From an optimization exercise on the open Yosys and OpenROAD flow, aimed at small area, a short achievable clock period and few clock cycles per item; shortcuts taken in it are not production practice. RTL that was checked went through simulation tests only; none was proved equivalent to the original. No functional check of the RTL was part of run 2.

==> design.v <==
module Squarer(a, b);	
	input [6:0] a;
	output [6:0] b;
	assign b[0] = a[0];
	assign b[1] = a[4];
	assign b[2] = a[4] ^ a[1];
	assign b[3] = a[5];
	assign b[4] = a[5] ^ a[2];
	assign b[5] = a[6];
	assign b[6] = a[6] ^ a[3];
endmodule 
module Mastrovito7(a, b, c);
	input [6:0] a, b;
	output [6:0] c;
	assign c[0] = (a[0] & b[0]) ^ (a[1] & b[6]) ^ (a[2] & b[5]) ^ (a[3] & b[4]) ^ (a[4] & b[3]) ^ (a[5] & b[2]) ^ (a[6] & b[1]);
	assign c[1] = (a[0] & b[1]) ^ (a[1] & b[0]) ^ (a[1] & b[6]) ^ (a[2] & b[5]) ^ (a[2] & b[6]) ^ (a[3] & b[4]) ^ (a[3] & b[5]) ^ (a[4] & b[3]) ^ (a[4] & b[4]) ^ (a[5] & b[2]) ^ (a[5] & b[3]) ^ (a[6] & b[1]) ^ (a[6] & b[2]);
	assign c[2] = (a[0] & b[2]) ^ (a[1] & b[1]) ^ (a[2] & b[0]) ^ (a[2] & b[6]) ^ (a[3] & b[5]) ^ (a[3] & b[6]) ^ (a[4] & b[4]) ^ (a[4] & b[5]) ^ (a[5] & b[3]) ^ (a[5] & b[4]) ^ (a[6] & b[2]) ^ (a[6] & b[3]);
	assign c[3] = (a[0] & b[3]) ^ (a[1] & b[2]) ^ (a[2] & b[1]) ^ (a[3] & b[0]) ^ (a[3] & b[6]) ^ (a[4] & b[5]) ^ (a[4] & b[6]) ^ (a[5] & b[4]) ^ (a[5] & b[5]) ^ (a[6] & b[3]) ^ (a[6] & b[4]);
	assign c[4] = (a[0] & b[4]) ^ (a[1] & b[3]) ^ (a[2] & b[2]) ^ (a[3] & b[1]) ^ (a[4] & b[0]) ^ (a[4] & b[6]) ^ (a[5] & b[5]) ^ (a[5] & b[6]) ^ (a[6] & b[4]) ^ (a[6] & b[5]);
	assign c[5] = (a[0] & b[5]) ^ (a[1] & b[4]) ^ (a[2] & b[3]) ^ (a[3] & b[2]) ^ (a[4] & b[1]) ^ (a[5] & b[0]) ^ (a[5] & b[6]) ^ (a[6] & b[5]) ^ (a[6] & b[6]);
	assign c[6] = (a[0] & b[6]) ^ (a[1] & b[5]) ^ (a[2] & b[4]) ^ (a[3] & b[3]) ^ (a[4] & b[2]) ^ (a[5] & b[1]) ^ (a[6] & b[0]) ^ (a[6] & b[6]);
endmodule
module MastrovitoL7(a, b, c);
	input [6:0] a, b;
	output [6:0] c;
	assign c[0] = 1'b0;
	assign c[1] = (a[0] & b[1]) ^ (a[0] & b[4]) ^ (a[1] & b[0]) ^ (a[1] & b[3]) ^ (a[1] & b[6]) ^ (a[2] & b[2]) ^ (a[2] & b[5]) ^ (a[2] & b[6]) ^ (a[3] & b[1]) ^ (a[3] & b[4]) ^ (a[3] & b[5]) ^ (a[4] & b[0]) ^ (a[4] & b[3]) ^ (a[4] & b[4]) ^ (a[4] & b[6]) ^ (a[5] & b[2]) ^ (a[5] & b[3]) ^ (a[5] & b[5]) ^ (a[5] & b[6]) ^ (a[6] & b[1]) ^ (a[6] & b[2]) ^ (a[6] & b[4]) ^ (a[6] & b[5]);
	assign c[2] = (a[0] & b[1]) ^ (a[0] & b[2]) ^ (a[0] & b[4]) ^ (a[1] & b[0]) ^ (a[1] & b[1]) ^ (a[1] & b[3]) ^ (a[1] & b[6]) ^ (a[2] & b[0]) ^ (a[2] & b[2]) ^ (a[2] & b[5]) ^ (a[3] & b[1]) ^ (a[3] & b[4]) ^ (a[3] & b[6]) ^ (a[4] & b[0]) ^ (a[4] & b[3]) ^ (a[4] & b[5]) ^ (a[4] & b[6]) ^ (a[5] & b[2]) ^ (a[5] & b[4]) ^ (a[5] & b[5]) ^ (a[5] & b[6]) ^ (a[6] & b[1]) ^ (a[6] & b[3]) ^ (a[6] & b[4]) ^ (a[6] & b[5]);
	assign c[3] = (a[0] & b[3]) ^ (a[0] & b[5]) ^ (a[1] & b[2]) ^ (a[1] & b[4]) ^ (a[2] & b[1]) ^ (a[2] & b[3]) ^ (a[3] & b[0]) ^ (a[3] & b[2]) ^ (a[3] & b[6]) ^ (a[4] & b[1]) ^ (a[4] & b[5]) ^ (a[4] & b[6]) ^ (a[5] & b[0]) ^ (a[5] & b[4]) ^ (a[5] & b[5]) ^ (a[5] & b[6]) ^ (a[6] & b[3]) ^ (a[6] & b[4]) ^ (a[6] & b[5]) ^ (a[6] & b[6]);
	assign c[4] = (a[0] & b[2]) ^ (a[0] & b[4]) ^ (a[0] & b[5]) ^ (a[1] & b[1]) ^ (a[1] & b[3]) ^ (a[1] & b[4]) ^ (a[2] & b[0]) ^ (a[2] & b[2]) ^ (a[2] & b[3]) ^ (a[2] & b[6]) ^ (a[3] & b[1]) ^ (a[3] & b[2]) ^ (a[3] & b[5]) ^ (a[3] & b[6]) ^ (a[4] & b[0]) ^ (a[4] & b[1]) ^ (a[4] & b[4]) ^ (a[4] & b[5]) ^ (a[4] & b[6]) ^ (a[5] & b[0]) ^ (a[5] & b[3]) ^ (a[5] & b[4]) ^ (a[5] & b[5]) ^ (a[6] & b[2]) ^ (a[6] & b[3]) ^ (a[6] & b[4]) ^ (a[6] & b[6]);
	assign c[5] = (a[0] & b[5]) ^ (a[0] & b[6]) ^ (a[1] & b[4]) ^ (a[1] & b[5]) ^ (a[2] & b[3]) ^ (a[2] & b[4]) ^ (a[3] & b[2]) ^ (a[3] & b[3]) ^ (a[4] & b[1]) ^ (a[4] & b[2]) ^ (a[5] & b[0]) ^ (a[5] & b[1]) ^ (a[5] & b[6]) ^ (a[6] & b[0]) ^ (a[6] & b[5]);
	assign c[6] = (a[0] & b[3]) ^ (a[1] & b[2]) ^ (a[2] & b[1]) ^ (a[3] & b[0]) ^ (a[3] & b[6]) ^ (a[4] & b[5]) ^ (a[4] & b[6]) ^ (a[5] & b[4]) ^ (a[5] & b[5]) ^ (a[6] & b[3]) ^ (a[6] & b[4]);
endmodule
module Inverse(a, b);
	input [6:0] a;
	output reg [6:0] b;
	always @(*) begin
		case (a)
			7'd0: b = 7'd0;
			7'd1: b = 7'd1;
			7'd2: b = 7'd65;
			7'd3: b = 7'd126;
			7'd4: b = 7'd97;
			7'd5: b = 7'd42;
			7'd6: b = 7'd63;
			7'd7: b = 7'd54;
			7'd8: b = 7'd113;
			7'd9: b = 7'd18;
			7'd10: b = 7'd21;
			7'd11: b = 7'd74;
			7'd12: b = 7'd94;
			7'd13: b = 7'd79;
			7'd14: b = 7'd27;
			7'd15: b = 7'd103;
			7'd16: b = 7'd121;
			7'd17: b = 7'd92;
			7'd18: b = 7'd9;
			7'd19: b = 7'd112;
			7'd20: b = 7'd75;
			7'd21: b = 7'd10;
			7'd22: b = 7'd37;
			7'd23: b = 7'd68;
			7'd24: b = 7'd47;
			7'd25: b = 7'd35;
			7'd26: b = 7'd102;
			7'd27: b = 7'd14;
			7'd28: b = 7'd76;
			7'd29: b = 7'd71;
			7'd30: b = 7'd114;
			7'd31: b = 7'd110;
			7'd32: b = 7'd125;
			7'd33: b = 7'd91;
			7'd34: b = 7'd46;
			7'd35: b = 7'd25;
			7'd36: b = 7'd69;
			7'd37: b = 7'd22;
			7'd38: b = 7'd56;
			7'd39: b = 7'd61;
			7'd40: b = 7'd100;
			7'd41: b = 7'd119;
			7'd42: b = 7'd5;
			7'd43: b = 7'd96;
			7'd44: b = 7'd83;
			7'd45: b = 7'd123;
			7'd46: b = 7'd34;
			7'd47: b = 7'd24;
			7'd48: b = 7'd86;
			7'd49: b = 7'd116;
			7'd50: b = 7'd80;
			7'd51: b = 7'd52;
			7'd52: b = 7'd51;
			7'd53: b = 7'd81;
			7'd54: b = 7'd7;
			7'd55: b = 7'd62;
			7'd56: b = 7'd38;
			7'd57: b = 7'd60;
			7'd58: b = 7'd98;
			7'd59: b = 7'd73;
			7'd60: b = 7'd57;
			7'd61: b = 7'd39;
			7'd62: b = 7'd55;
			7'd63: b = 7'd6;
			7'd64: b = 7'd127;
			7'd65: b = 7'd2;
			7'd66: b = 7'd108;
			7'd67: b = 7'd84;
			7'd68: b = 7'd23;
			7'd69: b = 7'd36;
			7'd70: b = 7'd77;
			7'd71: b = 7'd29;
			7'd72: b = 7'd99;
			7'd73: b = 7'd59;
			7'd74: b = 7'd11;
			7'd75: b = 7'd20;
			7'd76: b = 7'd28;
			7'd77: b = 7'd70;
			7'd78: b = 7'd95;
			7'd79: b = 7'd13;
			7'd80: b = 7'd50;
			7'd81: b = 7'd53;
			7'd82: b = 7'd122;
			7'd83: b = 7'd44;
			7'd84: b = 7'd67;
			7'd85: b = 7'd109;
			7'd86: b = 7'd48;
			7'd87: b = 7'd117;
			7'd88: b = 7'd104;
			7'd89: b = 7'd107;
			7'd90: b = 7'd124;
			7'd91: b = 7'd33;
			7'd92: b = 7'd17;
			7'd93: b = 7'd120;
			7'd94: b = 7'd12;
			7'd95: b = 7'd78;
			7'd96: b = 7'd43;
			7'd97: b = 7'd4;
			7'd98: b = 7'd58;
			7'd99: b = 7'd72;
			7'd100: b = 7'd40;
			7'd101: b = 7'd118;
			7'd102: b = 7'd26;
			7'd103: b = 7'd15;
			7'd104: b = 7'd88;
			7'd105: b = 7'd106;
			7'd106: b = 7'd105;
			7'd107: b = 7'd89;
			7'd108: b = 7'd66;
			7'd109: b = 7'd85;
			7'd110: b = 7'd31;
			7'd111: b = 7'd115;
			7'd112: b = 7'd19;
			7'd113: b = 7'd8;
			7'd114: b = 7'd30;
			7'd115: b = 7'd111;
			7'd116: b = 7'd49;
			7'd117: b = 7'd87;
			7'd118: b = 7'd101;
			7'd119: b = 7'd41;
			7'd120: b = 7'd93;
			7'd121: b = 7'd16;
			7'd122: b = 7'd82;
			7'd123: b = 7'd45;
			7'd124: b = 7'd90;
			7'd125: b = 7'd32;
			7'd126: b = 7'd3;
			7'd127: b = 7'd64;
			default: b = 7'd0;
		endcase
	end
endmodule
module PointAdder(point1, point2, den_inv, dbl, sum, x3_raw);
	input [13:0] point1;
	input [13:0] point2;
	input [6:0] den_inv;
	input dbl;
	output [13:0] sum;
	output [6:0] x3_raw;
	wire [6:0] x1 = point1[6:0];
	wire [6:0] y1 = point1[13:7];
	wire [6:0] x2 = point2[6:0];
	wire [6:0] y2 = point2[13:7];
	wire [6:0] num = y1 ^ (y2 & {7{~dbl}});
	wire [6:0] c = x1 & {7{dbl}};
	wire [6:0] q, c_sq, out;
	Mastrovito7 mult2(num, den_inv, q);
	wire [6:0] slope = q ^ c;
	Squarer square(slope, c_sq);
	wire [6:0] point3x = c_sq ^ slope ^ 7'b1 ^ ((x1 ^ x2) & {7{~dbl}});
	Mastrovito7 mult(slope, x1 ^ point3x, out);
	wire [6:0] point3y = out ^ point3x ^ y1;
	assign x3_raw = point3x;
	assign sum = (den_inv == 7'd0) ? 14'b0 : {point3y, point3x};
endmodule
module PointMultiplier(point, scalar, clk, start, result, done);
	input [13:0] point;
	input [6:0] scalar;
	input clk, start;
	output [13:0] result;
	output reg done;
	reg [13:0] cur;
	reg [13:0] acc;
	reg [6:0] ks;
	reg ph;
	reg accz;
	reg dbl;
	reg [6:0] invd;
	wire add_now = ks[0] & ~ph;           
	wire real_add = add_now & ~accz;      
	wire triv = add_now & accz;           
	wire last = (ks[6:1] == 6'b0);
	wire acc_zero = (acc == 14'b0);
	wire [13:0] unit_out;
	wire [6:0] x3_raw;
	PointAdder unit(cur, acc, invd, dbl, unit_out, x3_raw);
	assign result = acc;
	wire accz_n = ~triv & acc_zero;
	wire ks1_n = real_add ? ks[0] : ks[1];
	wire dbl_n = ~(ks1_n & ~real_add & ~accz_n);
	wire [6:0] den_add = accz ? cur[6:0] : acc[6:0];
	wire [6:0] den_n = real_add ? cur[6:0] : (x3_raw ^ (den_add & {7{~dbl_n}}));
	wire [6:0] invd_n;
	Inverse inv_next(start ? point[6:0] : den_n, invd_n);
	always @(posedge clk) begin
		invd <= invd_n;
		if (start) begin
			cur <= point;
			ks <= scalar;
			ph <= 1'b0;
			accz <= 1'b1;
			dbl <= 1'b1;
		end else begin
			ph <= real_add;
			accz <= accz_n;
			dbl <= dbl_n;
			if (!real_add) begin
				cur <= unit_out;
				ks <= ks >> 1;
			end
		end
	end
	always @(posedge clk) begin
		if (start) begin
			acc <= 14'b0;
			done <= 1'b0;
		end else if (!done) begin
			if (ks == 7'b0) begin
				done <= 1'b1;
			end else begin
				if (triv) acc <= cur;
				if (real_add) acc <= unit_out;
				if ((add_now & last) | (~real_add & (cur[6:0] == 7'b0)))
					done <= 1'b1;
			end
		end
	end
endmodule
==> flow/run.sh <==
#!/bin/bash
# Layout flow: the standard flow, except that the synthesis's final
# technology mapping (ABC) runs flow/abc.script (Yosys's default ABC script
# for a liberty library, with a relaxed delay target for area recovery)
# instead of ORFS's abc_speed/abc_area script, and the half/full-adder
# extraction is off (this design is XOR logic, not arithmetic).
# Everything before ABC (and so every register, its name and cell) is
# the standard synthesis (synth_recipe.tcl); everything after synthesis
# is standard.sh, with the port buffers that global placement inserts made
# of buf_1 cells (ORFS's BUFFER_PORTS_ARGS) instead of the resizer's pick,
# clkdlybuf4s50_1; repair_design and repair_timing still resize them.
# Logs: synth.log, layout.log.
set -euo pipefail
W=$(pwd)
export MY_ABC_D=$(cat "$W/flow/abc_d.txt" 2>/dev/null || echo 4000)
export MY_ABC_SCRIPT="$W/flow/abc.script"
make -C "$FLOW_HOME" DESIGN_CONFIG="$W/config.mk" WORK_HOME="$W/orfs" CLKGATE_MAP_FILE= \
  SYNTH_SCRIPT="$W/flow/my_synth.tcl" ADDER_MAP_FILE= synth > "$W/synth.log" 2>&1
export BUFFER_PORTS_ARGS="-buffer_cell sky130_fd_sc_hd__buf_1"
bash "$W/standard.sh" > "$W/layout.log" 2>&1
==> flow/abc.script <==
strash; &get -n; &fraig -x; &put; dc2; strash; &get -n; &dch -f; &nf -R 20 {D}; &put
==> flow/abc_d.txt <==
4000
==> flow/my_synth.tcl <==
proc synth {args} { yosys synth -nofsm -noshare {*}$args }
# Same synthesis as synth_recipe.tcl, but the final technology mapping uses
# Yosys's default ABC script with the delay target from MY_ABC_D (ps).
proc abc {args} {
  set keep {}
  set i 0
  while {$i < [llength $args]} {
    set a [lindex $args $i]
    if {$a eq "-script" || $a eq "-D"} {
      incr i 2
      continue
    }
    lappend keep $a
    incr i
  }
  if {[info exists ::env(MY_ABC_SCRIPT)] && $::env(MY_ABC_SCRIPT) ne ""} {
    lappend keep -script $::env(MY_ABC_SCRIPT)
  }
  yosys abc {*}$keep -D [expr {[info exists ::env(MY_ABC_D)] ? $::env(MY_ABC_D) : 4000}]
}
source $::env(SCRIPTS_DIR)/synth.tcl
# left out here: clear keep_hierarchy, flatten, clean up, hide names made inside functions, write 1_2_yosys.v
==> standard.sh <==
#!/bin/bash
# synth_recipe.tcl (not shown) runs the flow's synth.tcl, then flattens the netlist and writes it again
# the make line also repeats each setting of config.mk as NAME=value (left out here)
make -C /OpenROAD-flow-scripts/flow DESIGN_CONFIG=/design/flow/config.mk WORK_HOME=/design/flow/orfs CLKGATE_MAP_FILE= SYNTH_SCRIPT=/design/flow/synth_recipe.tcl "${@:-finish}"
==> config.mk <==
export PLATFORM = sky130hd
export DESIGN_NAME = PointMultiplier
export DESIGN_NICKNAME = PointMultiplier
export VERILOG_FILES = /design/flow/design.v
export SDC_FILE = /design/flow/constraint.sdc
export NUM_CORES = 4
export LEC_CHECK = 0
export CAP_MARGIN = 20
export CORE_MARGIN = 2
export CORE_UTILIZATION = 55
export SETUP_SLACK_MARGIN = 3
export SLEW_MARGIN = 20
==> constraint.sdc <==
create_clock -name core_clock -period 8.0 [get_ports {clk}]
set_input_delay 1.6000 -clock core_clock [delete_from_list [all_inputs] [get_ports {clk}]]
set_output_delay 1.6000 -clock core_clock [all_outputs]
set_load 0.01 [all_outputs]
==> out/metrics.yaml, run 1 <==
critical_path:
  cp.arrival_ns: 5.11
  cp-start-kind: "flip-flop"
  worstReg2RegStart: "dbl"
  worstSetupPathType: "flip-flop to flip-flop"
  endpoint: "acc[8]"
  cp.required_ns: 8.25
  end_kind: "flip-flop"
  r2r_setup_slack_ns: 3.14
  crit_path_max_fanout: 23
  rr_worst_depth: 20
  r2r-end: "acc[8]"
  startpoint: "dbl"
detailed_routing:
  viasPerCell: 6.53
  routed_wl_microns: 17600
  vias: 5822
  wire_per_inst_microns: 19.7
  postRouteAntennaNets: 0
  first_pass_iters: 6
  drc: 0
  drt_iter0_markers: 525
synthesis:
  seq_area_frac_synth: 0.221
  postSynthCellCount: 715
  yosysWarnings: 2
  syn_nets: 738
  ys.flop_type: "dfxtp_1"
  ys_types: 40
  synthesis.area_sq_um: 5120
  ys_ff_latch: 46
  synthArstFlopShare: 0
  syn_avg_cell_area_sq_um: 7.17
  synth-edff-count: 21
cells_and_area:
  final_area_sq_um: 5910
  area_delta_synth_final_pct: 15.3
  antennaDiodeCount: 0
  layout.area.seq_sq_um: 1130
  finish.utilization: 0.645
  multi_input_area_sq_um: 4200
  nFillCells: 833
  finalNetCount: 802
  drive_above_1_share: 0.0808
place:
  dp_hpwl_microns: 12500
  io_buffers: 37
  gp_routability_congestion: 1.03
  dpl-instance-area_sq_um: 5520
clock_tree:
  cts-root-buf: "clkbuf_8"
  worstSkewPairLatency_ns: 0.31
  cts_max_level: 2
  numCtsBuffers: 5
  cts_tree: "built"
  clock_path_buffers: 2
  clock-sinks: 46
  clk_pin_slew_ns: 0.10
global_route:
  grt_pass1_wl_microns: 27500
  grt_usage: 0.343
  grt_start_max_net_pins: 45
  gr-max-usage-layer: "met2"
  antenna_found_initial: 0
  gr-usage-met3: 0.0576
  grt_pass1_vias: 5474
  use_met2: 0.545
  grtUsageMet1: 0.454
  overflow: 0
timing:
  relSlewSlack: 0.361
  final_hold_viol_count: 0
  worst_slew_pin_slew_ns: 0.953
  fin_skew_ns: 0.00970
  finalSetupTns_ns: 0
  finalSetupViolCount: 0
  drv_slew: 0
  period_needed_ns: 4.86
  fin_crit_sh: 0.607
  clock.fmax_mhz: 206
  rsz0062_at_grt: "yes"
floorplan:
  dieHeight_microns: 101
  coreArea_sq_um: 9150
  die_area_sq_um: 10100
  die_w_microns: 101
  rows: 35
  ios: 38
  start_util: 0.560
run_status:
  status: "finished clean"
run:
  maxCapViolCount: 0
hold_path:
  hold_class: "flip-flop to flip-flop"
synthesized netlist by cell type (all sizes together) (5+ instances only):
cell      n  area, sq um
nand2   127          477
mux2i     5         50.1
and2      5         31.3
o21ai    62          310
mux2      6         67.6
dfxtp    25          500
a31oi     9         56.3
a21oi    57          285
edfxtp   21          631
o31ai    10         75.1
a211oi    9         67.6
nor2b    17          106
nand3    12         60.1
xor2     30          263
a221oi   12          105
o31a      5         43.8
clkinv   15         56.3
xnor2   121         1060
nor2     97          364
nand2b   10         62.6
nor3     21          105
placed cells by master, fill, tap and decap left out, types with 12 or more instances in the layout:
master,instances
nor2b_1,17
edfxtp_1,21
a221oi_1,12
nand3_1,12
nor2_1,95
xnor2_2,15
nand2_1,126
xnor2_1,104
buf_4,19
a21oi_1,57
nor3_1,21
clkinv_1,15
buf_1,36
xor2_1,27
o21ai_0,61
dfxtp_1,24
how the worst min path moves through the flow:
stage,slack (ns),to,cells past startpoint,start
2_1_floorplan,0.51,acc[1],2,acc[1]
3_3_place_gp,0.52,acc[1],2,acc[1]
3_5_place_dp,0.53,acc[1],2,acc[1]
4_1_cts,0.55,acc[1],2,acc[1]
5_1_grt,0.59,acc[1],2,acc[1]
6_report,0.55,acc[1],2,acc[1]
metrics by stage:
step	instances	hold slack (ns)	setup slack (ns)
3_3_place_gp	873	0.525	1.22
2_1_floorplan	715	0.514	3.05
4_1_cts	890	0.547	3.01
5_1_grt	891	0.587	2.95
6_report	891	0.545	3.14
3_5_place_dp	873	0.528	1.37
kinds of logic after synthesis:
kind of cell	share of synthesized area
flip-flops	0.221
XOR/XNOR	0.271
multiplexers	0.0230
AND/OR/NAND/NOR	0.250
buffers and inverters	0.0110
AO/OA/AOI/OAI	0.224
repair_timing:
action                                  CTS  global route
hold buffers                              0             0
resized for setup                        19            16
endpoints found under the setup margin   21            11
gates cloned                              1             0
pin swaps                                 4             1
buffers inserted                          8             1
sequential cells by signal, indices dropped and copies added, names as in the netlist:
name / flops
done: 1
ks: 7
acc: 14
cur: 14
dbl: 1
accz: 1
ph: 1
invd: 7
worst max-delay path, stage by stage, from the launching register on:
cell and delay (ns):
dfxtp_4 0.50, nor2b_1 0.11, xnor2_2 0.34, buf_4 0.19, nand2_1 0.07, xnor2_1 0.20, xnor2_1 0.16, xnor2_1 0.09
buf_4 0.19, xor2_1 0.18, xnor2_1 0.59, xor2_2 0.46, xor2_1 0.24, nand2_1 0.10, xor2_1 0.18, xnor2_1 0.15
xnor2_1 0.31, o21ai_0 0.21, a221oi_1 0.35, a21oi_1 0.07, nor2_1 0.09
cell type report:
class                           instances  area share
Clock buffer                            5      0.0117
Clock inverter                          3     0.00424
Inverter                               15     0.00953
Multi-Input combinational cell        655       0.711
Sequential cell                        46       0.192
Tap cell                              111      0.0235
Timing Repair Buffer                   56      0.0479
metal layers:
layer | vias to the layer above | part of all wire
li1 | 2656 | -
met1 | 2663 | 0.39
met2 | 414 | 0.45
met3 | 89 | 0.11
met4 | 0 | 0.052
met5 | - | 0
Testbench counts, summed over its fixed seeds: cycles 3,246, items 384.
==> run 2, diff against run 1 <==
--- a/design.v
+++ b/design.v
@@ -170,5 +170,6 @@
 endmodule
-module PointAdder(point1, point2, den_inv, dbl, sum, x3_raw);
+module PointAdder(point1, point2, y2m, den_inv, dbl, sum, x3_raw);
 	input [13:0] point1;
 	input [13:0] point2;
+	input [6:0] y2m;
 	input [6:0] den_inv;
@@ -180,4 +181,3 @@
 	wire [6:0] x2 = point2[6:0];
-	wire [6:0] y2 = point2[13:7];
-	wire [6:0] num = y1 ^ (y2 & {7{~dbl}});
+	wire [6:0] num = y1 ^ y2m;
 	wire [6:0] c = x1 & {7{dbl}};
@@ -206,2 +206,3 @@
 	reg [6:0] invd;
+	reg [6:0] y2m;
 	wire add_now = ks[0] & ~ph;           
@@ -213,3 +214,3 @@
 	wire [6:0] x3_raw;
-	PointAdder unit(cur, acc, invd, dbl, unit_out, x3_raw);
+	PointAdder unit(cur, acc, y2m, invd, dbl, unit_out, x3_raw);
 	assign result = acc;
@@ -230,2 +231,3 @@
 			dbl <= 1'b1;
+			y2m <= 7'b0;
 		end else begin
@@ -234,2 +236,3 @@
 			dbl <= dbl_n;
+			y2m <= (accz ? cur[13:7] : acc[13:7]) & {7{~dbl_n}};
 			if (!real_add) begin
==> flow/abc.script (replaced) <==
strash; &get -n; &fraig -x; &put; dc2; strash; &get -n; &dch -f; &nf -R 20 {D}; &put; buffer; upsize {D}; dnsize {D}; stime -p
==> out/metrics.yaml, run 2 <==
global_route:
  grt_pass1_wl_microns: 28500  # was 27500 microns
  grt_usage: 0.320  # was 0.343
  grt_start_max_net_pins: 41  # was 45
  antenna_found_initial: 0  # unchanged
  overflow: 0  # unchanged
  grt_pass1_vias: 5406  # was 5474
synthesis:
  yosysTopAreaCell: "xnor2_1"  # unchanged
  syn_avg_cell_area_sq_um: 7.43  # was 7.17 sq um
  synth_xor_area_frac: 0.267  # was 0.271
  synthArstFlopShare: 0  # unchanged
  synth_fa_ha_area_frac: 0  # unchanged
  syn_nets: 788  # was 738
  seq_area_frac_synth: 0.224  # was 0.221
  muxShareOfSynthArea: 0.0189  # was 0.0230
  synth.most_common_cell: "nand2_1"  # unchanged
  synthesis.area_sq_um: 5680  # was 5120 sq um
  synth-edff-count: 21  # unchanged
  yosys-top-cells-count: "nand2_1 (114), xnor2_1 (101), nor2_1 (99), a21oi_1 (57), o21ai_0 (39)"  # was nand2_1 (127), xnor2_1 (121), nor2_1 (97), o21ai_0 (62), a21oi_1 (57)
  yosysWarnings: 2  # unchanged
  synth_top_family_by_area: "XOR/XNOR gates"  # unchanged
  ys.flop_type: "dfxtp_1"  # unchanged
  synth_top_area_frac: 0.156  # was 0.207
  ys_ff_latch: 53  # was 46
  synth_compound_area_frac: 0.217  # was 0.224
  synth.area.top_cells: "xnor2_1 (16%), dfxtp_1 (11%), edfxtp_1 (11%), nand2_1 (7.5%), nor2_1 (6.5%)"  # was xnor2_1 (21%), edfxtp_1 (12%), dfxtp_1 (9.8%), nand2_1 (9.3%), nor2_1 (7.1%)
  ys_types: 60  # was 40
  synthSimpleGateAreaFrac: 0.236  # was 0.250
  postSynthCellCount: 765  # was 715
clock_tree:
  clock-sinks: 53  # was 46
  cts_tree: "built"  # unchanged
  cts_max_level: 2  # unchanged
  clk_pin_slew_ns: 0.11  # was 0.10 ns
  worstSkewPairLatency_ns: 0.33  # was 0.31 ns
  cts-root-buf: "clkbuf_8"  # unchanged
  numCtsBuffers: 5  # unchanged
  clock_path_buffers: 2  # unchanged
  cts_hold_buf: 0  # unchanged
floorplan:
  ios: 38  # unchanged
  coreArea_sq_um: 10200  # was 9150 sq um
  dieHeight_microns: 106  # was 101 microns
  die_area_sq_um: 11200  # was 10100 sq um
  start_util: 0.558  # was 0.560
  die_w_microns: 106  # was 101 microns
  rows: 37  # was 35
cells_and_area:
  drive_above_1_share: 0.0882  # was 0.0808
  mostFrequentLayoutCell: "nand2_1"  # unchanged
  area_delta_synth_final_pct: 8.02  # was 15.3%
  layout_common_cells: "nand2_1 (114), xnor2_1 (100), nor2_1 (98)"  # was nand2_1 (126), xnor2_1 (104), nor2_1 (95)
  finalNetCount: 804  # was 802
  antennaDiodeCount: 0  # unchanged
  finish.utilization: 0.602  # was 0.645
  reg.largest.list: "acc: 14 flops, cur: 14 flops"  # unchanged
critical_path:
  crit_slowest_cell: "dfxtp_1"  # was xnor2_1
  cpPeakStageDelay_ns: 0.57  # was 0.59 ns
  cp.arrival_ns: 5.07  # was 5.11 ns
  crit_path_max_fanout: 14  # was 23
  end_kind: "flip-flop"  # unchanged
  worstSetupPathType: "flip-flop to flip-flop"  # unchanged
  path_buf_inv: 1  # was 2
  critPathTopFamily: "XOR/XNOR gates"  # unchanged
  cp-start-kind: "flip-flop"  # unchanged
  crit_path_cell_trace: "xor2_1 -> nand2_1 -> xnor2_1 -> xnor2_1 -> xnor2_1 -> xnor2_2 -> xor2_2 -> xnor2_4 -> o211ai_1 -> a32oi_4 -> buf_12 -> nor2_2 -> nand2_1 -> nand2_1 -> nor3_1 -> o311ai_0 -> a31oi_1"  # was nor2b_1 -> xnor2_2 -> buf_4 -> nand2_1 -> xnor2_1 -> xnor2_1 -> xnor2_1 -> buf_4 -> xor2_1 -> xnor2_1 -> xor2_2 -> xor2_1 -> nand2_1 -> xor2_1 -> xnor2_1 -> xnor2_1 -> o21ai_0 -> a221oi_1 -> a21oi_1 -> nor2_1
  cp.required_ns: 8.20  # was 8.25 ns
detailed_routing:
  drt_iter0_markers: 679  # was 525
  postRouteAntennaNets: 0  # unchanged
  viasPerCell: 6.31  # was 6.53
  first_pass_iters: 6  # unchanged
  wire_per_inst_microns: 19.1  # was 19.7 microns
  vias: 5793  # was 5822
  drc: 0  # unchanged
  routed_wl_microns: 17500  # was 17600 microns
timing:
  worst_slew_pin_slew_ns: 1.12  # was 0.953 ns
  finalSetupTns_ns: 0  # unchanged
  fin_skew_ns: 0.0104  # was 0.00970 ns
  clock.fmax_mhz: 205  # was 206 MHz
  setup_slack_ns: 3.12  # was 3.14 ns
  finalSetupViolCount: 0  # unchanged
  period_needed_ns: 4.88  # was 4.86 ns
  drv_slew: 0  # unchanged
  fin_crit_sh: 0.609  # was 0.607
  rsz0062_at_grt: "no"  # was yes
  final_hold_viol_count: 0  # unchanged
  relSlewSlack: 0.253  # was 0.361
hold_path:
  hold_class: "flip-flop to flip-flop"  # unchanged
place:
  io_buffers: 37  # unchanged
  gp_routability_congestion: 1.06  # was 1.03
  post-place-ws_ns: 2.99  # was 1.37 ns
  dp_hpwl_microns: 12800  # was 12500 microns
run_status:
  status: "finished clean"  # unchanged
run:
  maxCapViolCount: 0  # unchanged
run 2: through the flow:
step | hold WS [ns] | cells | area, sq um
6_report | 0.539 | 918 | 6140
4_1_cts | 0.536 | 912 | 5980
3_5_place_dp | 0.521 | 904 | 5890
2_1_floorplan | 0.506 | 765 | 5680
5_1_grt | 0.562 | 918 | 6140
3_3_place_gp | 0.512 | 904 | 5890
run 2: final timing paths:
check / end / depth (start not counted) / slack [ns] / from
worst max-delay path: invd[6] / 17 / 3.12 / invd[6]
worst max register to register: invd[6] / 17 / 3.12 / invd[6]
worst min-delay path: y2m[5] / 2 / 0.54 / acc[12]
worst min register to register: y2m[5] / 2 / 0.54 / acc[12]
run 2: routing by layer:
metal | GRT usage | up-vias | part of all wire
met5 | 0 | - | 0
met4 | 0.117 | 0 | 0.039
met3 | 0.0544 | 69 | 0.083
met2 | 0.510 | 339 | 0.46
met1 | 0.437 | 2721 | 0.42
li1 | - | 2664 | -
run 2: timing repair:
action / 4_1_cts / 5_1_grt
pin swaps: 0 / 2
setup buffers: 0 / 5
resized for setup: 1 / 11
setup endpoints to repair: 3 / 14
run 2: cell type report:
type                    count  area, sq um
clock inverters             2         13.8
multi-input cells         660         4310
clock buffers               6         72.6
flip-flops and latches     53         1270
well taps                 136          170
repair buffers             52          263
inverters                   9         33.8
fillers                   970         4050
run 2: worst min-delay path, delay by kind of cell, from the launching register on:
family / cells / cell delay (ns)
compound gates: 1 / 0.05
simple gates: 1 / 0.11
flops: 1 / 0.35
run 2: logic make-up after synthesis:
group,Yosys count
mux,10
compound gates,195
simple gates,304
xor+xnor,151
buf+inv,52
flops,53
==> run 3, diff against run 2 <==
--- a/design.v
+++ b/design.v
@@ -170,10 +170,9 @@
 endmodule
-module PointAdder(point1, point2, y2m, den_inv, dbl, sum, x3_raw);
+module PointAdder(point1, point2, den_inv, dbl, add, sum, x3_q, x3_e);
 	input [13:0] point1;
 	input [13:0] point2;
-	input [6:0] y2m;
 	input [6:0] den_inv;
-	input dbl;
+	input dbl, add;
 	output [13:0] sum;
-	output [6:0] x3_raw;
+	output [6:0] x3_q, x3_e;
 	wire [6:0] x1 = point1[6:0];
@@ -181,3 +180,4 @@
 	wire [6:0] x2 = point2[6:0];
-	wire [6:0] num = y1 ^ y2m;
+	wire [6:0] y2 = point2[13:7];
+	wire [6:0] num = y1 ^ (y2 & {7{add}});
 	wire [6:0] c = x1 & {7{dbl}};
@@ -187,6 +187,7 @@
 	Squarer square(slope, c_sq);
-	wire [6:0] point3x = c_sq ^ slope ^ 7'b1 ^ ((x1 ^ x2) & {7{~dbl}});
+	wire [6:0] point3x = c_sq ^ slope ^ 7'b1 ^ ((x1 ^ x2) & {7{add}});
+	assign x3_q = point3x;
+	assign x3_e = 7'b0;
 	Mastrovito7 mult(slope, x1 ^ point3x, out);
 	wire [6:0] point3y = out ^ point3x ^ y1;
-	assign x3_raw = point3x;
 	assign sum = (den_inv == 7'd0) ? 14'b0 : {point3y, point3x};
@@ -205,4 +206,4 @@
 	reg dbl;
+	reg add;
 	reg [6:0] invd;
-	reg [6:0] y2m;
 	wire add_now = ks[0] & ~ph;           
@@ -213,4 +214,4 @@
 	wire [13:0] unit_out;
-	wire [6:0] x3_raw;
-	PointAdder unit(cur, acc, y2m, invd, dbl, unit_out, x3_raw);
+	wire [6:0] x3_q, x3_e;
+	PointAdder unit(cur, acc, invd, dbl, add, unit_out, x3_q, x3_e);
 	assign result = acc;
@@ -220,3 +221,3 @@
 	wire [6:0] den_add = accz ? cur[6:0] : acc[6:0];
-	wire [6:0] den_n = real_add ? cur[6:0] : (x3_raw ^ (den_add & {7{~dbl_n}}));
+	wire [6:0] den_n = real_add ? cur[6:0] : (x3_q ^ (x3_e ^ (den_add & {7{~dbl_n}})));
 	wire [6:0] invd_n;
@@ -231,3 +232,3 @@
 			dbl <= 1'b1;
-			y2m <= 7'b0;
+			add <= 1'b0;
 		end else begin
@@ -236,3 +237,3 @@
 			dbl <= dbl_n;
-			y2m <= (accz ? cur[13:7] : acc[13:7]) & {7{~dbl_n}};
+			add <= ~dbl_n;
 			if (!real_add) begin
==> out/metrics.yaml, run 3 <==
clock_tree:
  cts_max_level: 2  # unchanged
  worstSkewPairLatency_ns: 0.31  # was 0.33 ns
  cts_hold_buf: 0  # unchanged
  clock-sinks: 47  # was 53
  numCtsBuffers: 5  # unchanged
  cts_tree: "built"  # unchanged
  cts-root-buf: "clkbuf_8"  # unchanged
  clk_pin_slew_ns: 0.09  # was 0.11 ns
  clock_path_buffers: 2  # unchanged
global_route:
  grt_usage: 0.318  # was 0.320
  overflow: 0  # unchanged
  grt_pass1_vias: 5217  # was 5406
  grt_pass1_wl_microns: 27800  # was 28500 microns
  use_met2: 0.524  # was 0.510
  antenna_found_initial: 0  # unchanged
  grt_start_max_net_pins: 44  # was 41
  grtUsageMet1: 0.424  # was 0.437
  gr-max-usage-layer: "met2"  # unchanged
  gr-usage-met3: 0.0274  # was 0.0544
synthesis:
  postSynthCellCount: 754  # was 765
  synth.area.top_cells: "xnor2_1 (16%), edfxtp_1 (11%), dfxtp_1 (9.4%), nor2_1 (6.8%), a21oi_1 (5.4%)"  # was xnor2_1 (16%), dfxtp_1 (11%), edfxtp_1 (11%), nand2_1 (7.5%), nor2_1 (6.5%)
  seq_area_frac_synth: 0.207  # was 0.224
  synthesis.area_sq_um: 5570  # was 5680 sq um
  synth-edff-count: 21  # unchanged
  yosysWarnings: 2  # unchanged
  syn_nets: 777  # was 788
  ys.flop_type: "dfxtp_1"  # unchanged
  synth_top_area_frac: 0.156  # about the same
  ys_types: 62  # was 60
  syn_avg_cell_area_sq_um: 7.38  # was 7.43 sq um
  yosysTopAreaCell: "xnor2_1"  # unchanged
  synthArstFlopShare: 0  # unchanged
  synth.most_common_cell: "nor2_1"  # was nand2_1
  yosys-top-cells-count: "nor2_1 (101), xnor2_1 (99), nand2_1 (79), a21oi_1 (60), nand3_1 (55)"  # was nand2_1 (114), xnor2_1 (101), nor2_1 (99), a21oi_1 (57), o21ai_0 (39)
  ys_ff_latch: 47  # was 53
place:
  dp_hpwl_microns: 13100  # was 12800 microns
  io_buffers: 37  # unchanged
  gp_routability_congestion: 1.02  # was 1.06
  dpl-instance-area_sq_um: 5770  # was 5890 sq um
floorplan:
  coreArea_sq_um: 9820  # was 10200 sq um
  dieHeight_microns: 105  # was 106 microns
  ios: 38  # unchanged
  rows: 36  # was 37
  die_area_sq_um: 10900  # was 11200 sq um
  die_w_microns: 105  # was 106 microns
  start_util: 0.567  # was 0.558
detailed_routing:
  wire_per_inst_microns: 19.8  # was 19.1 microns
  vias: 5814  # was 5793
  first_pass_iters: 7  # was 6
  routed_wl_microns: 17900  # was 17500 microns
  drt_iter0_markers: 492  # was 679
  drc: 0  # unchanged
  postRouteAntennaNets: 0  # unchanged
  viasPerCell: 6.42  # was 6.31
cells_and_area:
  reg.largest.list: "acc: 14 flops, cur: 14 flops"  # unchanged
  final_area_sq_um: 6000  # was 6140 sq um
  finalNetCount: 794  # was 804
  area_delta_synth_final_pct: 7.80  # was 8.02%
  nFillCells: 908  # was 970
  multi_input_area_sq_um: 4280  # was 4310 sq um
  mostFrequentLayoutCell: "nor2_1"  # was nand2_1
  drive_above_1_share: 0.102  # was 0.0882
  layout_common_cells: "nor2_1 (100), xnor2_1 (96), nand2_1 (79)"  # was nand2_1 (114), xnor2_1 (100), nor2_1 (98)
  antennaDiodeCount: 0  # unchanged
  layout.area.seq_sq_um: 1150  # was 1270 sq um
critical_path:
  crit_path_cell_trace: "a21o_1 -> nand3_1 -> xor2_1 -> xnor2_1 -> xnor2_2 -> xnor2_1 -> xnor2_2 -> xor2_2 -> nor2_1 -> xor2_1 -> xnor2_1 -> xnor2_1 -> xnor2_1 -> a21oi_1 -> o21ai_0 -> a221oi_1 -> a21oi_1 -> nor2_1"  # was xor2_1 -> nand2_1 -> xnor2_1 -> xnor2_1 -> xnor2_1 -> xnor2_2 -> xor2_2 -> xnor2_4 -> o211ai_1 -> a32oi_4 -> buf_12 -> nor2_2 -> nand2_1 -> nand2_1 -> nor3_1 -> o311ai_0 -> a31oi_1
  cp.required_ns: 8.24  # was 8.20 ns
  worstSetupPathType: "flip-flop to flip-flop"  # unchanged
  cpPeakStageDelay_ns: 0.57  # about the same
  crit_path_max_fanout: 24  # was 14
  crit_slowest_cell: "dfxtp_4"  # was dfxtp_1
  cp.arrival_ns: 5.03  # was 5.07 ns
  crit_top_cell: "xnor2_1"
  critPathTopFamily: "XOR/XNOR gates"  # unchanged
  end_kind: "flip-flop"  # unchanged
  path_buf_inv: 0  # was 1
  cp-start-kind: "flip-flop"  # unchanged
timing:
  period_needed_ns: 4.79  # was 4.88 ns
  finalSetupTns_ns: 0  # unchanged
  relSlewSlack: 0.358  # was 0.253
  final_hold_viol_count: 0  # unchanged
  fin_skew_ns: 0.0112  # was 0.0104 ns
  worst_slew_pin_slew_ns: 0.962  # was 1.12 ns
  fin_crit_sh: 0.599  # was 0.609
  drv_slew: 0  # unchanged
  rsz0062_at_grt: "no"  # unchanged
  clock.fmax_mhz: 209  # was 205 MHz
  finalSetupViolCount: 0  # unchanged
hold_path:
  hold_class: "flip-flop to flip-flop"  # unchanged
run:
  maxCapViolCount: 0  # unchanged
run_status:
  status: "finished clean"  # unchanged
-- run 3: stage by stage --
stage          hold slack, ns  std cells  utilization  setup WS, ns
3_5_place_dp            0.552        889        0.587          2.59
2_1_floorplan           0.519        754            -          4.03
6_report                0.568        905        0.611          3.21
3_3_place_gp            0.542        889        0.587          2.20
5_1_grt                 0.601        905        0.611          2.91
4_1_cts                 0.567        898        0.598          3.14
-- run 3: cell type report --
type,instances,area share
multi-input cells,651,0.714
inverters,14,0.00876
clock inverters,3,0.00375
flip-flops and latches,47,0.192
clock buffers,5,0.0115
well taps,133,0.0277
repair buffers,52,0.0421
-- run 3: worst paths after layout --
kind	from	endpoint	slack (ns)	cells after the start
worst max-delay path	add	acc[11]	3.21	18
worst min-delay path	acc[8]	acc[8]	0.57	2
worst max register to register	add	acc[11]	3.21	18
worst min register to register	acc[8]	acc[8]	0.57	2
-- run 3: what timing repair did --
item / 4_1_cts / 5_1_grt
endpoints found under the hold margin: 0 / 0
buffers inserted: 1 / 7
endpoints found under the setup margin: 17 / 11
resized for setup: 2 / 12
pin swaps: 1 / 2
-- run 3: tightest hold or removal path, cell delays in order (launching register included) --
cell,delay [ns]
dfxtp_1,0.39
nand2_1,0.09
a21oi_1,0.05
-- run 3: kinds of logic after synthesis --
logic type	Yosys count	share of synthesized area
buffers and inverters	56	0.0407
AOI/OAI and AO/OA	195	0.225
DFF	47	0.207
xor gates and xnor gates	148	0.259
muxes	12	0.0229
and+or+nand+nor	296	0.246
-- run 3: metal layers --
layer  wire [microns]  up-vias
met1             7500     2734
li1                 -     2710
met2             8400      316
met3             1310       54
met4              726        0
met5                0        -
Testbench counts of run 3, summed over its fixed seeds: cycles 3,246, items 384.
==> run 4, diff against run 3 <==
==> flow/abc.script (replaced) <==
strash; &get -n; &fraig -x; &put; dc2; strash; &get -n; &dch -f; &nf -R 20 {D}; &put
--- a/config.mk
+++ b/config.mk
@@ -10,2 +10,3 @@
 export CORE_UTILIZATION = 55
+export PLACE_DENSITY = 0.8
 export SETUP_SLACK_MARGIN = 3
==> out/metrics.yaml, run 4 <==
synthesis:
  synth_xor_area_frac: 0.251  # was 0.259
  synth.area.top_cells: "xnor2_1 (19%), edfxtp_1 (12%), dfxtp_1 (10%), nor2_1 (7.4%), nand3_1 (6.1%)"  # was xnor2_1 (16%), edfxtp_1 (11%), dfxtp_1 (9.4%), nor2_1 (6.8%), a21oi_1 (5.4%)
  ys_ff_latch: 47  # unchanged
  muxShareOfSynthArea: 0.0247  # was 0.0229
  synthesis.area_sq_um: 5170  # was 5570 sq um
  ys_types: 44  # was 62
  synth.most_common_cell: "xnor2_1"  # was nor2_1
  synth-edff-count: 21  # unchanged
  seq_area_frac_synth: 0.223  # was 0.207
  yosys-top-cells-count: "xnor2_1 (112), nor2_1 (102), nand2_1 (79), nand3_1 (63), a21oi_1 (61)"  # was nor2_1 (101), xnor2_1 (99), nand2_1 (79), a21oi_1 (60), nand3_1 (55)
  syn_nets: 735  # was 777
  synthArstFlopShare: 0  # unchanged
  synth_compound_area_frac: 0.238  # was 0.225
  yosysWarnings: 2  # unchanged
  synthSimpleGateAreaFrac: 0.254  # was 0.246
  postSynthCellCount: 712  # was 754
  synth_top_area_frac: 0.190  # was 0.156
  yosysTopAreaCell: "xnor2_1"  # unchanged
  ys.flop_type: "dfxtp_1"  # unchanged
  syn_avg_cell_area_sq_um: 7.26  # was 7.38 sq um
  synth_top_family_by_area: "simple AND/OR/NAND/NOR gates"  # was XOR/XNOR gates
  synth_fa_ha_area_frac: 0  # unchanged
clock_tree:
  clock-sinks: 47  # unchanged
  cts_max_level: 2  # unchanged
  clock_path_buffers: 2  # unchanged
  cts-root-buf: "clkbuf_8"  # unchanged
  clk_pin_slew_ns: 0.10  # was 0.09 ns
  numCtsBuffers: 5  # unchanged
  worstSkewPairLatency_ns: 0.31  # about the same
  cts_tree: "built"  # unchanged
cells_and_area:
  reg.largest.list: "acc: 14 flops, cur: 14 flops"  # unchanged
  drive_above_1_share: 0.0622  # was 0.102
  mostFrequentLayoutCell: "xnor2_1"  # was nor2_1
  layout.area.seq_sq_um: 1150  # unchanged
  layout_common_cells: "xnor2_1 (101), nor2_1 (100), nand2_1 (79)"  # was nor2_1 (100), xnor2_1 (96), nand2_1 (79)
  multi_input_area_sq_um: 4100  # was 4280 sq um
  area_delta_synth_final_pct: 12.1  # was 7.80%
  finalNetCount: 794  # unchanged
  antennaDiodeCount: 0  # unchanged
  nFillCells: 840  # was 908
global_route:
  overflow: 0  # unchanged
  grt_pass1_wl_microns: 27500  # was 27800 microns
  grt_start_max_net_pins: 51  # was 44
  grt_pass1_vias: 5433  # was 5217
  grt_usage: 0.338  # was 0.318
  antenna_found_initial: 0  # unchanged
timing:
  setup_slack_ns: 3.29  # was 3.21 ns
  final_hold_viol_count: 0  # unchanged
  worst_slew_pin_slew_ns: 1.03  # was 0.962 ns
  period_needed_ns: 4.71  # was 4.79 ns
  rsz0062_at_grt: "yes"  # was no
  fin_crit_sh: 0.589  # was 0.599
  relSlewSlack: 0.315  # was 0.358
  fin_skew_ns: 0.00971  # was 0.0112 ns
  finalSetupTns_ns: 0  # unchanged
  clock.fmax_mhz: 212  # was 209 MHz
  drv_slew: 0  # unchanged
  finalSetupViolCount: 0  # unchanged
critical_path:
  path_buf_inv: 0  # unchanged
  worstSetupPathType: "flip-flop to flip-flop"  # unchanged
  crit_path_max_fanout: 10  # was 24
  critPathTopFamily: "XOR/XNOR gates"  # unchanged
  r2r_setup_slack_ns: 3.29  # was 3.21 ns
  cp-start-kind: "flip-flop"  # unchanged
  crit_top_cell: "xnor2_1"  # unchanged
  cp.arrival_ns: 4.95  # was 5.03 ns
  crit_path_cell_trace: "xor2_2 -> nand3_1 -> xor2_1 -> xnor2_1 -> xnor2_1 -> xnor2_2 -> xnor2_1 -> xnor2_1 -> nand2_1 -> xnor2_1 -> xnor2_1 -> xnor2_1 -> xnor2_1 -> xnor2_1 -> a21oi_1 -> o21ai_0 -> a221o_1 -> a21oi_1"  # was a21o_1 -> nand3_1 -> xor2_1 -> xnor2_1 -> xnor2_2 -> xnor2_1 -> xnor2_2 -> xor2_2 -> nor2_1 -> xor2_1 -> xnor2_1 -> xnor2_1 -> xnor2_1 -> a21oi_1 -> o21ai_0 -> a221oi_1 -> a21oi_1 -> nor2_1
  end_kind: "flip-flop"  # unchanged
  crit_slowest_cell: "dfxtp_1"  # was dfxtp_4
  cp.required_ns: 8.24  # about the same
  cpPeakStageDelay_ns: 0.52  # was 0.57 ns
floorplan:
  start_util: 0.562  # was 0.567
  die_area_sq_um: 10200  # was 10900 sq um
  die_w_microns: 101  # was 105 microns
  ios: 38  # unchanged
  rows: 35  # was 36
  dieHeight_microns: 101  # was 105 microns
  coreArea_sq_um: 9200  # was 9820 sq um
detailed_routing:
  routed-wl-met3_microns: 1430  # was 1310 microns
  vias: 5736  # was 5814
  first_pass_iters: 5  # was 7
  wl_met1_microns: 6940  # was 7500 microns
  postRouteAntennaNets: 0  # unchanged
  wire_per_inst_microns: 19.4  # was 19.8 microns
  drc: 0  # unchanged
  viasPerCell: 6.50  # was 6.42
  wl_met2_microns: 7970  # was 8400 microns
  routed_wl_microns: 17200  # was 17900 microns
  drt_iter0_markers: 562  # was 492
  top_layer_used: "met4"  # unchanged
place:
  dp_hpwl_microns: 12400  # was 13100 microns
  gp_routability_congestion: 0.978  # was 1.02
  io_buffers: 37  # unchanged
  post-place-ws_ns: 2.25  # was 2.59 ns
run_status:
  status: "finished clean"  # unchanged
hold_path:
  hold_class: "flip-flop to flip-flop"  # unchanged
run:
  maxCapViolCount: 0  # unchanged
-- run 4: cell types whose count changed in the layout (fill, tap and decap cells not counted), moves of 4 or more --
cell	before	now
mux2_1	0	6
mux2_2	6	0
xnor2_1	96	101
inv_1	14	0
nand3_1	55	63
clkinv_1	0	14
nand2b_1	11	15
nand3_2	8	0
-- run 4: per-layer routing --
| metal | vias to the layer above | track usage |
|---|---|---|
| met5 | - | 0 |
| met4 | 0 | 0.169 |
| met3 | 62 | 0.0354 |
| met2 | 321 | 0.553 |
| met1 | 2670 | 0.444 |
| li1 | 2683 | - |
-- run 4: worst paths after layout --
kind | cells after the start | to | start
max | 18 | acc[8] | invd[6]
min | 2 | acc[8] | acc[8]
max reg2reg | 18 | acc[8] | invd[6]
min reg2reg | 2 | acc[8] | acc[8]
-- run 4: repair_timing --
item / 4_1_cts / 5_1_grt
endpoints found under the setup margin: 21 / 17
hold buffers: 0 / 0
pin swaps: 0 / 2
buffers inserted: 0 / 5
gates resized for setup: 10 / 12
-- run 4: through the flow --
stage / hold slack (ns) / util / cell area (sq um) / std cells
floorplan: 0.502 / - / 5170 / 712
global placement: 0.516 / 0.601 / 5530 / 870
detailed placement: 0.530 / 0.601 / 5530 / 870
CTS: 0.543 / 0.619 / 5690 / 878
global route: 0.561 / 0.630 / 5790 / 883
finish: 0.551 / 0.630 / 5790 / 883
-- run 4: area by class of cell --
class,instances,area share
flip-flops and latches,47,0.199
inverters,14,0.00907
well taps,111,0.0240
clock buffers,5,0.0119
repair buffers,52,0.0436
clock inverters,3,0.00389
multi-input cells,651,0.708
-- run 4: kinds of logic (layout without fill, tap and decap cells) --
kind of cell | after synthesis | count (layout)
AND/OR/NAND/NOR | 296 | 296
AO/OA/AOI/OAI | 195 | 195
XOR/XNOR | 148 | 148
flip-flops | 47 | 47
buffers and inverters | 14 | 74
multiplexers | 12 | 12
-- run 4: worst min-delay path, stage by stage (launching register included) --
cell and delay (ns):
dfxtp_1 0.38, nand2_1 0.08, a21oi_1 0.05
==> run 5, diff against run 4 <==
--- a/config.mk
+++ b/config.mk
@@ -11,3 +11,3 @@
 export PLACE_DENSITY = 0.8
-export SETUP_SLACK_MARGIN = 3
+export SETUP_SLACK_MARGIN = 3.25
 export SLEW_MARGIN = 20
==> out/metrics.yaml, run 5 <==
floorplan:
  coreArea_sq_um: 9200  # unchanged
  die_area_sq_um: 10200  # unchanged
  ios: 38  # unchanged
  die_w_microns: 101  # unchanged
  rows: 35  # unchanged
  start_util: 0.562  # unchanged
  dieHeight_microns: 101  # unchanged
synthesis:
  seq_area_frac_synth: 0.223  # unchanged
  synth.most_common_cell: "xnor2_1"  # unchanged
  synth-edff-count: 21  # unchanged
  synthesis.area_sq_um: 5170  # unchanged
  synth.area.top_cells: "xnor2_1 (19%), edfxtp_1 (12%), dfxtp_1 (10%), nor2_1 (7.4%), nand3_1 (6.1%)"  # unchanged
  yosys-top-cells-count: "xnor2_1 (112), nor2_1 (102), nand2_1 (79), nand3_1 (63), a21oi_1 (61)"  # unchanged
  syn_avg_cell_area_sq_um: 7.26  # unchanged
  synthArstFlopShare: 0  # unchanged
  yosysTopAreaCell: "xnor2_1"  # unchanged
  postSynthCellCount: 712  # unchanged
  ys_types: 44  # unchanged
  ys_ff_latch: 47  # unchanged
  synth_top_area_frac: 0.190  # unchanged
  yosysWarnings: 2  # unchanged
  syn_nets: 735  # unchanged
  ys.flop_type: "dfxtp_1"  # unchanged
detailed_routing:
  drc: 0  # unchanged
  wire_per_inst_microns: 20.7  # was 19.4 microns
  viasPerCell: 6.67  # was 6.50
  routed_wl_microns: 18300  # was 17200 microns
  postRouteAntennaNets: 0  # unchanged
  drt_iter0_markers: 628  # was 562
  first_pass_iters: 6  # was 5
  vias: 5902  # was 5736
global_route:
  grt_pass1_vias: 5416  # was 5433
  antenna_found_initial: 0  # unchanged
  grt_start_max_net_pins: 53  # was 51
  overflow: 0  # unchanged
  grt_usage: 0.346  # was 0.338
  grt_pass1_wl_microns: 27900  # was 27500 microns
critical_path:
  cp-start-kind: "flip-flop"  # unchanged
  cp.arrival_ns: 4.81  # was 4.95 ns
  crit_path_cell_trace: "a21o_1 -> nand3_1 -> xnor2_1 -> xnor2_1 -> xnor2_2 -> xor2_2 -> buf_4 -> xnor2_4 -> xor2_4 -> mux2i_1 -> a22o_2 -> nand2_1 -> nand2_1 -> a21oi_1 -> a21oi_1 -> o21ai_0 -> o21ai_0 -> a211oi_1 -> a31oi_1"  # was xor2_2 -> nand3_1 -> xor2_1 -> xnor2_1 -> xnor2_1 -> xnor2_2 -> xnor2_1 -> xnor2_1 -> nand2_1 -> xnor2_1 -> xnor2_1 -> xnor2_1 -> xnor2_1 -> xnor2_1 -> a21oi_1 -> o21ai_0 -> a221o_1 -> a21oi_1
  critPathTopFamily: "compound AO/OA/AOI/OAI gates"  # was XOR/XNOR gates
  r2r-end: "invd[5]"  # was acc[8]
  crit_path_max_fanout: 24  # was 10
  cp.required_ns: 8.18  # was 8.24 ns
  crit_slowest_cell: "dfxtp_4"  # was dfxtp_1
  worstSetupPathType: "flip-flop to flip-flop"  # unchanged
  end_kind: "flip-flop"  # unchanged
  rr_worst_depth: 19  # was 18
  startpoint: "add"  # was invd[6]
  worstReg2RegStart: "add"  # was invd[6]
  path_buf_inv: 1  # was 0
  cpPeakStageDelay_ns: 0.50  # was 0.52 ns
  r2r_setup_slack_ns: 3.37  # was 3.29 ns
run:
  maxCapViolCount: 0  # unchanged
timing:
  worst_slew_pin_slew_ns: 1.08  # was 1.03 ns
  period_needed_ns: 4.63  # was 4.71 ns
  finalSetupViolCount: 0  # unchanged
  clock.fmax_mhz: 216  # was 212 MHz
  relSlewSlack: 0.281  # was 0.315
  rsz0062_at_grt: "yes"  # unchanged
  drv_slew: 0  # unchanged
  fin_crit_sh: 0.579  # was 0.589
  finalSetupTns_ns: 0  # unchanged
  fin_skew_ns: 0.0111  # was 0.00971 ns
  timing.hold.ws_ns: 0.563  # was 0.551 ns
  final_hold_viol_count: 0  # unchanged
hold_path:
  hp-start: "acc[8]"  # unchanged
  min_path_cells: 2  # unchanged
  min_to: "acc[8]"  # unchanged
  hold_class: "flip-flop to flip-flop"  # unchanged
clock_tree:
  cts-root-buf: "clkbuf_8"  # unchanged
  clk_pin_slew_ns: 0.11  # was 0.10 ns
  numCtsBuffers: 5  # unchanged
  clock-sinks: 47  # unchanged
  cts_max_level: 2  # unchanged
  worstSkewPairLatency_ns: 0.32  # was 0.31 ns
  clock_path_buffers: 2  # unchanged
  cts_tree: "built"  # unchanged
cells_and_area:
  drive_above_1_share: 0.0827  # was 0.0622
  layout_common_cells: "nor2_1 (96), xnor2_1 (94), nand2_1 (78)"  # was xnor2_1 (101), nor2_1 (100), nand2_1 (79)
  antennaDiodeCount: 0  # unchanged
  finalNetCount: 796  # was 794
  area_delta_synth_final_pct: 15.7  # was 12.1%
  mostFrequentLayoutCell: "nor2_1"  # was xnor2_1
  reg.largest.list: "acc: 14 flops, cur: 14 flops"  # unchanged
place:
  io_buffers: 37  # unchanged
  gp_routability_congestion: 0.990  # was 0.978
  dp_hpwl_microns: 12600  # was 12400 microns
run_status:
  status: "finished clean"  # unchanged
==> run 5: area by class of cell <==
cell class | count | area [sq um]
timing repair buffer | 54 | 268
fill | 776 | 3220
clock inverter | 3 | 22.5
clock buffer | 5 | 68.8
multi-input combinational | 651 | 4270
inverter | 14 | 52.6
sequential | 47 | 1160
tap | 111 | 139
==> run 5: worst min-delay path, cell delays in order, from the launching register on <==
cell and delay [ns]:
dfxtp_1 0.39, nand2_1 0.08, a21oi_1 0.06
==> run 5: layer usage <==
metal	global-route usage	vias to the layer above	routed length (microns)
li1	-	2696	-
met1	0.457	2723	7120
met2	0.552	411	8560
met3	0.0437	72	1850
met4	0.184	0	784
met5	0	-	0
==> run 5: what timing repair did <==
item / in CTS / in global routing
gates resized for setup: 19 / 27
setup endpoints to repair: 21 / 21
pin swaps: 1 / 2
buffers inserted: 2 / 6
hold buffers: 0 / 0
==> run 5: worst max-delay path by stage <==
stage / slack, ns / cells past startpoint / end
global route: 3.15 / 18 / acc[8]
global placement: 2.30 / 18 / acc[8]
floorplan: 3.41 / 17 / invd[5]
detailed placement: 2.06 / 18 / acc[8]
CTS: 3.26 / 18 / acc[8]
finish: 3.37 / 19 / invd[5]
==> run 5: cells by family (layout without fill, tap and decap cells) <==
family,Yosys count,after routing,synth area share
flip-flops,47,47,0.223
XOR/XNOR,148,148,0.251
multiplexers,12,12,0.0247
AND/OR/NAND/NOR,296,296,0.254
AO/OA/AOI/OAI,195,195,0.238
buffers and inverters,14,76,0.0102
==> run 5: per-stage QoR <==
step	cell area [sq um]	worst slack (ns)	util	instances
after floorplan	5170	3.41	-	712
final	5980	3.37	0.650	885
after detailed placement	5520	2.06	0.601	869
after global placement	5520	2.30	0.601	869
after CTS	5740	3.26	0.625	879
after global routing	5980	3.15	0.650	885
==> run 6, diff against run 5 <==
--- a/config.mk
+++ b/config.mk
@@ -10,4 +10,3 @@
 export CORE_UTILIZATION = 55
-export PLACE_DENSITY = 0.8
-export SETUP_SLACK_MARGIN = 3.25
+export SETUP_SLACK_MARGIN = 2.75
 export SLEW_MARGIN = 20
==> out/metrics.yaml, run 6 <==
detailed_routing:
  drc: 0  # unchanged
  postRouteAntennaNets: 0  # unchanged
  vias: 5729  # was 5902
  first_pass_iters: 5  # was 6
  viasPerCell: 6.51  # was 6.67
  wire_per_inst_microns: 19.2  # was 20.7 microns
  routed_wl_microns: 16900  # was 18300 microns
  drt_iter0_markers: 467  # was 628
critical_path:
  rr_worst_depth: 18  # was 19
  end_kind: "flip-flop"  # unchanged
  crit_top_cell: "xnor2_1"
  worstSetupPathType: "flip-flop to flip-flop"  # unchanged
  path_buf_inv: 0  # was 1
  cpPeakStageDelay_ns: 0.61  # was 0.50 ns
  cp.required_ns: 8.25  # was 8.18 ns
  cp.arrival_ns: 5.15  # was 4.81 ns
synthesis:
  ys_ff_latch: 47  # unchanged
  synthesis.area_sq_um: 5170  # unchanged
  yosys-top-cells-count: "xnor2_1 (112), nor2_1 (102), nand2_1 (79), nand3_1 (63), a21oi_1 (61)"  # unchanged
  synth_compound_area_frac: 0.238  # unchanged
  syn_avg_cell_area_sq_um: 7.26  # unchanged
  muxShareOfSynthArea: 0.0247  # unchanged
  synth_top_family_by_area: "simple AND/OR/NAND/NOR gates"  # unchanged
  seq_area_frac_synth: 0.223  # unchanged
  synth_top_area_frac: 0.190  # unchanged
  yosysTopAreaCell: "xnor2_1"  # unchanged
  synth-edff-count: 21  # unchanged
  ys_types: 44  # unchanged
  synth_fa_ha_area_frac: 0  # unchanged
timing:
  worst_slew_pin_slew_ns: 1.07  # was 1.08 ns
  final_hold_viol_count: 0  # unchanged
  setup_slack_ns: 3.10  # was 3.37 ns
  fin_crit_sh: 0.613  # was 0.579
  finalSetupTns_ns: 0  # unchanged
  timing.hold.ws_ns: 0.525  # was 0.563 ns
  rsz0062_at_grt: "no"  # was yes
  drv_slew: 0  # unchanged
  clock.fmax_mhz: 204  # was 216 MHz
  finalSetupViolCount: 0  # unchanged
cells_and_area:
  area_delta_synth_final_pct: 11.0  # was 15.7%
  drive_above_1_share: 0.0494  # was 0.0827
  nFillCells: 858  # was 776
  antennaDiodeCount: 0  # unchanged
  layout_common_cells: "xnor2_1 (107), nor2_1 (100), nand2_1 (79)"  # was nor2_1 (96), xnor2_1 (94), nand2_1 (78)
  finish.utilization: 0.624  # was 0.650
clock_tree:
  postCtsSetupBuffers: 0  # was 2
  worstSkewPairLatency_ns: 0.33  # was 0.32 ns
  clock_path_buffers: 2  # unchanged
  cts_tree: "built"  # unchanged
  clk_pin_slew_ns: 0.10  # was 0.11 ns
  cts_max_level: 2  # unchanged
  numCtsBuffers: 5  # unchanged
  cts-root-buf: "clkbuf_8"  # unchanged
floorplan:
  rows: 35  # unchanged
  start_util: 0.562  # unchanged
  dieHeight_microns: 101  # unchanged
place:
  dp_hpwl_microns: 12200  # was 12600 microns
  io_buffers: 37  # unchanged
  post-place-ws_ns: 2.45  # was 2.06 ns
hold_path:
  min_path_cells: 2  # unchanged
  hold_class: "flip-flop to flip-flop"  # unchanged
run_status:
  status: "finished clean"  # unchanged
global_route:
  antenna_found_initial: 0  # unchanged
  grt_start_max_net_pins: 38  # was 53
  overflow: 0  # unchanged
run 6: cell counts after synthesis:
No cell type changed its count.
run 6: logic make-up (layout without fill, tap and decap cells):
logic type	Yosys count	in the layout
AND/OR/NAND/NOR	296	296
flip-flops	47	47
XOR/XNOR	148	148
multiplexers	12	12
AO/OA/AOI/OAI	195	195
buffers and inverters	14	71
run 6: worst register-to-register path, delay by kind of cell, from the launching register on:
family / cells / cell delay (ns)
xor+xnor: 11 / 2.82
flops: 1 / 0.61
compound gates: 4 / 0.73
simple gates: 3 / 0.67
run 6: worst paths after layout:
check	startpoint	endpoint	slack [ns]
worst min register to register	acc[8]	acc[8]	0.52
worst max register to register	add	acc[8]	3.10
worst min-delay path	acc[8]	acc[8]	0.52
worst max-delay path	add	acc[8]	3.10
run 6: per-layer routing:
| metal | track usage | vias to the layer above | share of wire |
|---|---|---|---|
| li1 | - | 2699 | - |
| met1 | 0.426 | 2598 | 0.40 |
| met2 | 0.554 | 362 | 0.47 |
| met3 | 0.0534 | 70 | 0.090 |
| met4 | 0.154 | 0 | 0.046 |
| met5 | 0 | - | 0 |
run 6: metrics by stage:
stage	instance area (sq um)	instances
after floorplan	5170	712
after global placement	5550	872
after detailed placement	5550	872
after CTS	5670	880
after global routing	5740	880
final	5740	880
run 6: area by class of cell:
| class | count | area (sq um) | share of cell area |
|---|---|---|---|
| multi-input combinational | 651 | 4050 | 0.706 |
| sequential | 47 | 1150 | 0.201 |
| timing repair buffer | 49 | 230 | 0.0401 |
| tap | 111 | 139 | 0.0242 |
| clock buffer | 6 | 93.8 | 0.0164 |
| inverter | 14 | 52.6 | 0.00916 |
| clock inverter | 2 | 17.5 | 0.00305 |
run 6: what timing repair did:
action | in CTS | in global routing
resized for setup | 3 | 13
setup endpoints to repair | 13 | 11
gates cloned | 0 | 0
hold buffers | 0 | 0

## separate check: timing with driven ports
In the flow no input, the clock included, has a driving cell. The finished layouts below were timed again as built, in two steps.
Step 1 sets driving cells, clkbuf_16 on the clock port and buf_2 on the other inputs (assumed; they add their load-dependent delay and slew).
Step 2 adds t to the input delays and takes it off the output delays; t is the mean of the earliest and latest rising clock arrival at the registers after step 1. Input paths then give back, and output paths get back, about the clock's delay inside the block.
Three values: ideal, step 1, step 2; two values: the first two.
| run | shift t [ns] | setup slack, ns | worst setup path at the end |
|---|---|---|---|
| run 1 | 0.341 | 3.145 / 3.145 / 3.145 | register to register |
| run 2 | 0.357 | 3.124 / 3.124 / 3.124 | register to register |
| run 3 | 0.343 | 3.211 / 3.211 / 3.211 | register to register |
| run 4 | 0.335 | 3.287 / 3.287 / 3.287 | register to register |
| run 5 | 0.350 | 3.368 / 3.368 / 3.368 | register to register |
| run 6 | 0.353 | 3.097 / 3.097 / 3.097 | register to register |
After both steps setup and hold are still met in every run listed.
